Source: an optimization exercise on an open RTL-to-GDS flow (aim: small area and a short achievable clock period). Production flows keep margins and buffers that such runs may drop.
Only simulation tests tie the RTL to the original design; equivalence was not proved.
Power is estimated from default activity; no workload was simulated.

## build 71
==> flow/design.v <==
module Registers (
  input  [22:0] fa,
  input  [22:0] fb,
  input         sa,
  input         sb,
  input  [7:0]  s0,
  input         gt_e,
  input         eq_e,
  input         fge,
  input  [7:0]  eL,
  input         of_in,
  output [31:0] Sum
);
  wire        agb = gt_e | (eq_e & fge);    
  wire [7:0]  dd  = s0 ^ {8{~gt_e}};
  wire        sub = sa ^ sb;
  wire [23:0] ma = {1'b1, fa}, mb = {1'b1, fb};
  wire [23:0] mL = agb ? ma : mb;
  wire [23:0] mP = agb ? (gt_e ? {1'b0, mb[23:1]} : mb) : ma;
  wire [23:0] mS = (|dd[7:5]) ? 24'd0 : mP >> dd[4:0];
  wire [23:0] s;
  wire        c;
  CSA #(24) add (.a(mL), .b(mS ^ {24{sub}}), .cin(sub), .s(s), .cout(c));
  wire [24:0] r = {c ^ sub, s};
  wire [4:0]  lz;
  wire [24:0] rs;
  normalizer n (.r(r), .lz(lz), .o(rs));
  wire        z  = ~|r;
  wire [7:0]  e1 = eL + 8'd1;
  wire [7:0]  e2 = eL + 8'd2;
  wire [7:0]  pe = z ? 8'd0 : e1 - {3'd0, lz};
  wire        of = of_in | (~z & (e2 == {3'd0, lz}));
  wire        sign = (agb ? sa : sb) & ~z;
  assign Sum = of ? 32'd0 : {sign, pe, rs[23:1]};
endmodule
module four_bit_adder #(parameter N = 23) (input [N-1:0] a, input [N-1:0] b, output ge);
  wire [N-1:0] s;
  CSA #(N) c (.a(a), .b(~b), .cin(1'b1), .s(s), .cout(ge));
endmodule
module CSA #(parameter N = 24) (input [N-1:0] a, input [N-1:0] b, input cin,
                                output [N-1:0] s, output cout);
  wire [N-1:0] g0 = a & b;
  wire [N-1:0] p0 = a ^ b;
  reg  [N-1:0] g, p;
  integer i, l;
  always @* begin
    g = g0;
    p = p0;
    g[0] = g0[0] | (p0[0] & cin);
    for (l = 0; (1 << l) < N; l = l + 1)
      for (i = 0; i < N; i = i + 1)
        if (i & (1 << l)) begin
          g[i] = g[i] | (p[i] & g[((i >> l) << l) - 1]);
          p[i] = p[i] & p[((i >> l) << l) - 1];
        end
  end
  assign s    = p0 ^ {g[N-2:0], cin};
  assign cout = g[N-1];
endmodule
module normalizer (input [24:0] r, output [4:0] lz, output [24:0] o);
  wire [31:0] x0 = {r, 7'd0};
  wire        z4 = ~|x0[31:16];
  wire [31:0] x1 = z4 ? {x0[15:0], 16'd0} : x0;
  wire        z3 = ~|x1[31:24];
  wire [31:0] x2 = z3 ? {x1[23:0], 8'd0} : x1;
  wire        z2 = ~|x2[31:28];
  wire [31:0] x3 = z2 ? {x2[27:0], 4'd0} : x2;
  wire        z1 = ~|x3[31:30];
  wire [31:0] x4 = z1 ? {x3[29:0], 2'd0} : x3;
  wire        z0 = ~x4[31];
  wire [31:0] x5 = z0 ? {x4[30:0], 1'd0} : x4;
  assign lz = {z4, z3, z2, z1, z0};
  assign o  = x5[31:7];
endmodule
module FPA (
  input  [31:0] A,
  input  [31:0] B,
  output [7:0]  s0,       
  output        gt_e,     
  output        eq_e,     
  output        fge,      
  output [7:0]  eL,       
  output        of_in     
);
  wire [7:0] ea = A[30:23], eb = B[30:23];
  CSA #(8) c (.a(ea), .b(~eb), .cin(1'b0), .s(s0), .cout(gt_e));
  assign eq_e = ea == eb;
  four_bit_adder #(23) cmp (.a(A[22:0]), .b(B[22:0]), .ge(fge));
  assign eL    = gt_e ? ea : eb;
  assign of_in = (&ea) | (&eb);
endmodule
module FPA_final (
  input         clk,
  input         rst,
  input  [31:0] in1,
  input  [31:0] in2,
  output reg [31:0] OUT
);
  wire       gt_n, eq_n, fge_n, of_n;
  wire [7:0] s0_n, eL_n;
  FPA B1 (.A(in1), .B(in2), .s0(s0_n), .gt_e(gt_n), .eq_e(eq_n), .fge(fge_n),
          .eL(eL_n), .of_in(of_n));
  reg [22:0] fa, fb;
  reg        sa, sb, gt_e, eq_e, fge, of_in, rst_d;
  reg [7:0]  s0, eL;
  always @(posedge clk) begin
    fa    <= in1[22:0];
    fb    <= in2[22:0];
    sa    <= in1[31];
    sb    <= in2[31];
    s0    <= s0_n;
    gt_e  <= gt_n;
    eq_e  <= eq_n;
    fge   <= fge_n;
    eL    <= eL_n;
    of_in <= of_n;
    rst_d <= rst;
  end
  wire [31:0] C;
  Registers M (.fa(fa), .fb(fb), .sa(sa), .sb(sb), .s0(s0), .gt_e(gt_e),
               .eq_e(eq_e), .fge(fge), .eL(eL), .of_in(of_in), .Sum(C));
  always @(posedge clk) begin
    if (rst)
      OUT <= 32'd0;
    else if (rst_d)
      OUT <= 32'h00800000;
    else
      OUT <= C;
  end
endmodule
==> flow/config.mk <==
export PLATFORM = sky130hd
export DESIGN_NAME = FPA_final
export DESIGN_NICKNAME = FPA_final
export VERILOG_FILES = /design/flow/design.v
export SDC_FILE = /design/flow/constraint.sdc
export NUM_CORES = 4
export LEC_CHECK = 0
export ABC_AREA = 1
export CAP_MARGIN = 20
export CORE_MARGIN = 2
export CORE_UTILIZATION = 40
export SLEW_MARGIN = 20
export ADDER_MAP_FILE =
export SETUP_SLACK_MARGIN = 15.0
export BUFFER_PORTS_ARGS = -buffer_cell sky130_fd_sc_hd__buf_1
==> flow/constraint.sdc <==
create_clock -name core_clock -period 22.0 [get_ports {clk}]
set_input_delay 4.4000 -clock core_clock [delete_from_list [all_inputs] [get_ports {clk}]]
set_output_delay 4.4000 -clock core_clock [all_outputs]
set_load 0.01 [all_outputs]
standard.sh (not shown) runs the stock make flow with config.mk's settings and CLKGATE_MAP_FILE= SYNTH_SCRIPT=/design/flow/synth_recipe.tcl, a recipe that flattens the netlist after the stock synthesis.
==> flow/flow/run.sh <==
#!/bin/bash
# Standard layout with three changes: the full/half-adder extraction pass is
# skipped in synthesis (ABC maps the prefix adders directly), the ports get
# sky130 buf_1 buffers, and the repair passes aim below the design's period.
cp config.mk config_orig.log
cat >> config.mk <<'EOC'
export ADDER_MAP_FILE =
export SETUP_SLACK_MARGIN = 15.0
export BUFFER_PORTS_ARGS = -buffer_cell sky130_fd_sc_hd__buf_1
EOC
bash standard.sh > standard_run.log 2>&1
--- input diff build 71..build 45 ---
--- a/flow/flow/run.sh
+++ b/flow/flow/run.sh
@@ -8 +8 @@
-export SETUP_SLACK_MARGIN = 15.0
+export SETUP_SLACK_MARGIN = 16
--- a/flow/config.mk
+++ b/flow/config.mk
@@ -11 +11 @@
-export CORE_UTILIZATION = 40
+export CORE_UTILIZATION = 55
@@ -14 +14 @@
-export SETUP_SLACK_MARGIN = 15.0
+export SETUP_SLACK_MARGIN = 16
## What came out
Note that the non-clock buffer count recorded for build 71 amounts to 0.58 times the value seen in build 45. Setup TNS: build 45 vs build 71, no meaningful difference. Of build 45 and build 71, the run reporting the lower setup slack was build 71. Number of cells on the critical path (build 45 over build 71): decrease, 26. Area of all placed cells without fillers (build 45 vs. build 71) increases by more than 10%. [compare] base=build 71 new=build 45: clock group share of total power went down by 4.8 points; largest fanout on the critical path went down by 15; clock skew was more or less identical; signed area change from the synthesized netlist to the final layout went up by 13 points.
## Diff of input files: build 84 against build 45
--- a/flow/flow/run.sh
+++ b/flow/flow/run.sh
@@ -8 +8 @@
-export SETUP_SLACK_MARGIN = 16
+export SETUP_SLACK_MARGIN = 15.3
--- a/flow/config.mk
+++ b/flow/config.mk
@@ -11 +11 @@
-export CORE_UTILIZATION = 55
+export CORE_UTILIZATION = 40
@@ -14 +14 @@
-export SETUP_SLACK_MARGIN = 16
+export SETUP_SLACK_MARGIN = 15.3
Findings:
On fraction of area in registers: between build 84 and build 45, it ends up higher for build 84. | count of clock-buffer cells in the layout | build 84 vs build 45 | 1 lower |. Build 84 against build 45; detail-routed net length per standard cell is down by a little under 10%.
> inputs changed (build 84 -> build 66)
--- a/flow/flow/run.sh
+++ b/flow/flow/run.sh
@@ -8 +8 @@
-export SETUP_SLACK_MARGIN = 15.3
+export SETUP_SLACK_MARGIN = 16
--- a/flow/config.mk
+++ b/flow/config.mk
@@ -14 +14 @@
-export SETUP_SLACK_MARGIN = 15.3
+export SETUP_SLACK_MARGIN = 16
--- outcome ---
- Build 66 completed; timing, DRC and antenna clean
- Going from build 84 to build 66, the global-route usage was found to have gone up by 0.90 points.
- Worst stage delay on the critical path delta for build 66 relative to build 84: 250 ps lower
- Against build 84, build 66 reports a hold slack that is lower.
- Sort build 84 and build 66 by number of optimization iterations in the first detailed-route pass asc -> top: build 66
- Build 66 against build 84: via count of the first global-routing pass shows an increase of 159, total non-filler cell area in the finished layout +8.7%, data arrival time of the critical path went down 260 ps, clock power decreased by about 8% relative to the old numbers.

* * *

job 8383:
// FPA_final: RTL as listed in full above, without the edits since
Settings: LEC_CHECK=0, ABC_AREA=1, CAP_MARGIN=20, CORE_MARGIN=2, CORE_UTILIZATION=40, CTS_BUF_LIST=sky130_fd_sc_hd__clkbuf_4 sky130_fd_sc_hd__clkbuf_8, SLEW_MARGIN=20, SETUP_SLACK_MARGIN=15.3, BUFFER_PORTS_ARGS=-buffer_cell sky130_fd_sc_hd__buf_1; clock period 22.0 ns.
==> flow/flow/run.sh <==
#!/bin/bash
# Standard layout with three changes: the full/half-adder extraction pass is
# skipped in synthesis (ABC maps the prefix adders directly), the ports get
# sky130 buf_1 buffers, and the repair passes aim below the design's period.
cp config.mk config_orig.log
cat >> config.mk <<'EOC'
export ADDER_MAP_FILE =
export SETUP_SLACK_MARGIN = 15.3
export BUFFER_PORTS_ARGS = -buffer_cell sky130_fd_sc_hd__buf_1
EOC
bash standard.sh > standard_run.log 2>&1
Input-level comparison between job 2231 and job 8383:
diff --git a/flow/flow/run.sh b/flow/flow/run.sh
--- a/flow/flow/run.sh
+++ b/flow/flow/run.sh
@@ -8 +8,2 @@
-export SETUP_SLACK_MARGIN = 15.3
+export SETUP_SLACK_MARGIN = 16
+export SETUP_MOVE_SEQUENCE = unbuffer,sizeup,swap,clone
diff --git a/flow/config.mk b/flow/config.mk
--- a/flow/config.mk
+++ b/flow/config.mk
@@ -12 +11,0 @@
-export CTS_BUF_LIST = sky130_fd_sc_hd__clkbuf_4 sky130_fd_sc_hd__clkbuf_8
@@ -15 +14,2 @@
-export SETUP_SLACK_MARGIN = 15.3
+export SETUP_SLACK_MARGIN = 16
+export SETUP_MOVE_SEQUENCE = unbuffer,sizeup,swap,clone
==> run notes <==
Relative to job 8383, the final area of job 2231 is higher by 14%.
Job 2231 does better than job 8383 on clock period minus worst slack.
Clock power, job 2231 vs job 8383: up by more than 10%
Comparing job 2231 against job 8383, there is no change at all in sequential element share of the synthesized area.
Diff job 8383 and job 2231: data arrival time of the critical path lower in job 2231
Going from job 8383 to job 2231, placed cell area grew slightly.
Share of the clock period used by the worst path in job 2231 is 1.3 points lower than in job 8383
Job 2231 vs. job 8383: final worst clock skew has decreased, number of standard cells in the layout, taps in and fillers out rose by 27, post-cts repair resize count went up by 16.
Edits applied to the flow inputs when going from job 2231 to job 2999:
diff --git a/flow/flow/run.sh b/flow/flow/run.sh
--- a/flow/flow/run.sh
+++ b/flow/flow/run.sh
@@ -8,2 +8 @@
-export SETUP_SLACK_MARGIN = 16
-export SETUP_MOVE_SEQUENCE = unbuffer,sizeup,swap,clone
+export SETUP_SLACK_MARGIN = 14.5
diff --git a/flow/config.mk b/flow/config.mk
--- a/flow/config.mk
+++ b/flow/config.mk
@@ -14,2 +14 @@
-export SETUP_SLACK_MARGIN = 16
-export SETUP_MOVE_SEQUENCE = unbuffer,sizeup,swap,clone
+export SETUP_SLACK_MARGIN = 14.5
Notes after the runs:
Across both runs, instance area at placement was lower for job 2999 than for job 2231.
Changes observed in job 2999 relative to job 2231: combinational power down 18%; post-synthesis mux area share level.
Job 2999 has power dissipated in the clock network above what job 2231 had.
Job 2999 vs. job 2231: data arrival time of the critical path went up by 0.85 ns.
Relative to job 2231, final critical-path share of the clock period has gone up in job 2999.
For job 2231, the end point of the critical path was eL[3]$_DFF_P_, unlike job 2999, where it was OUT[0]$_SDFF_PP0_.
Compared with job 2231, job 2999 shows a lower final wirelength.
Comparing the two runs side by side, job 2999 comes out ahead of job 2231 on violation count after the first detailed-routing iteration.
Looking at global-route usage across job 2231 and job 2999, the one that comes out lower is job 2999.
Where clock period minus final worst setup slack is concerned, job 2231 is better than job 2999.
The clock-pin slew reported for the worst setup and hold paths after clock tree synthesis of job 2231 and that of job 2999 are within noise of each other.

separate check: timing with driven ports:
The flow's constraints put no driver on any port. The routed layouts listed below were extracted and timed again, unchanged, in two steps. Step 1, drivers: a clkbuf_16 drives clk and a buf_2 each remaining input, both assumed. Step 2 moves the port delays by t, midway between the first and last clock arrival at a register: inputs arrive t later, outputs are due t later. That takes back most of the time a late clock gives input paths. Three values: ideal, step 1, step 2; two values: the first two.
run | t, ns | setup slack, ns | hold slack, ns | worst setup path at the end | worst slew at a driven data input, ns
build 71 | 0.404 | 15.621 / 15.621 / 15.535 | 0.466 / 0.466 / 0.466 | input to register | 0.04
build 45 | 0.389 | 16.138 / 16.156 / 15.768 | 0.465 / 0.465 / 0.465 | input to register | 0.04
build 84 | 0.406 | 15.912 / 15.912 / 15.534 | 0.466 / 0.466 / 0.466 | input to register | 0.04
build 66 | 0.404 | 16.144 / 16.166 / 15.761 | 0.460 / 0.460 / 0.460 | input to register | 0.05
job 8383 | 0.442 | 15.874 / 15.874 / 15.541 | 0.468 / 0.468 / 0.468 | input to register | 0.04
job 2231 | 0.402 | 16.151 / 16.170 / 15.768 | 0.461 / 0.461 / 0.461 | input to register | 0.04
job 2999 | 0.403 | 15.300 / 15.300 / 15.300 | 0.466 / 0.466 / 0.466 | register to register | 0.04
After both steps setup and hold are still met in every run listed.
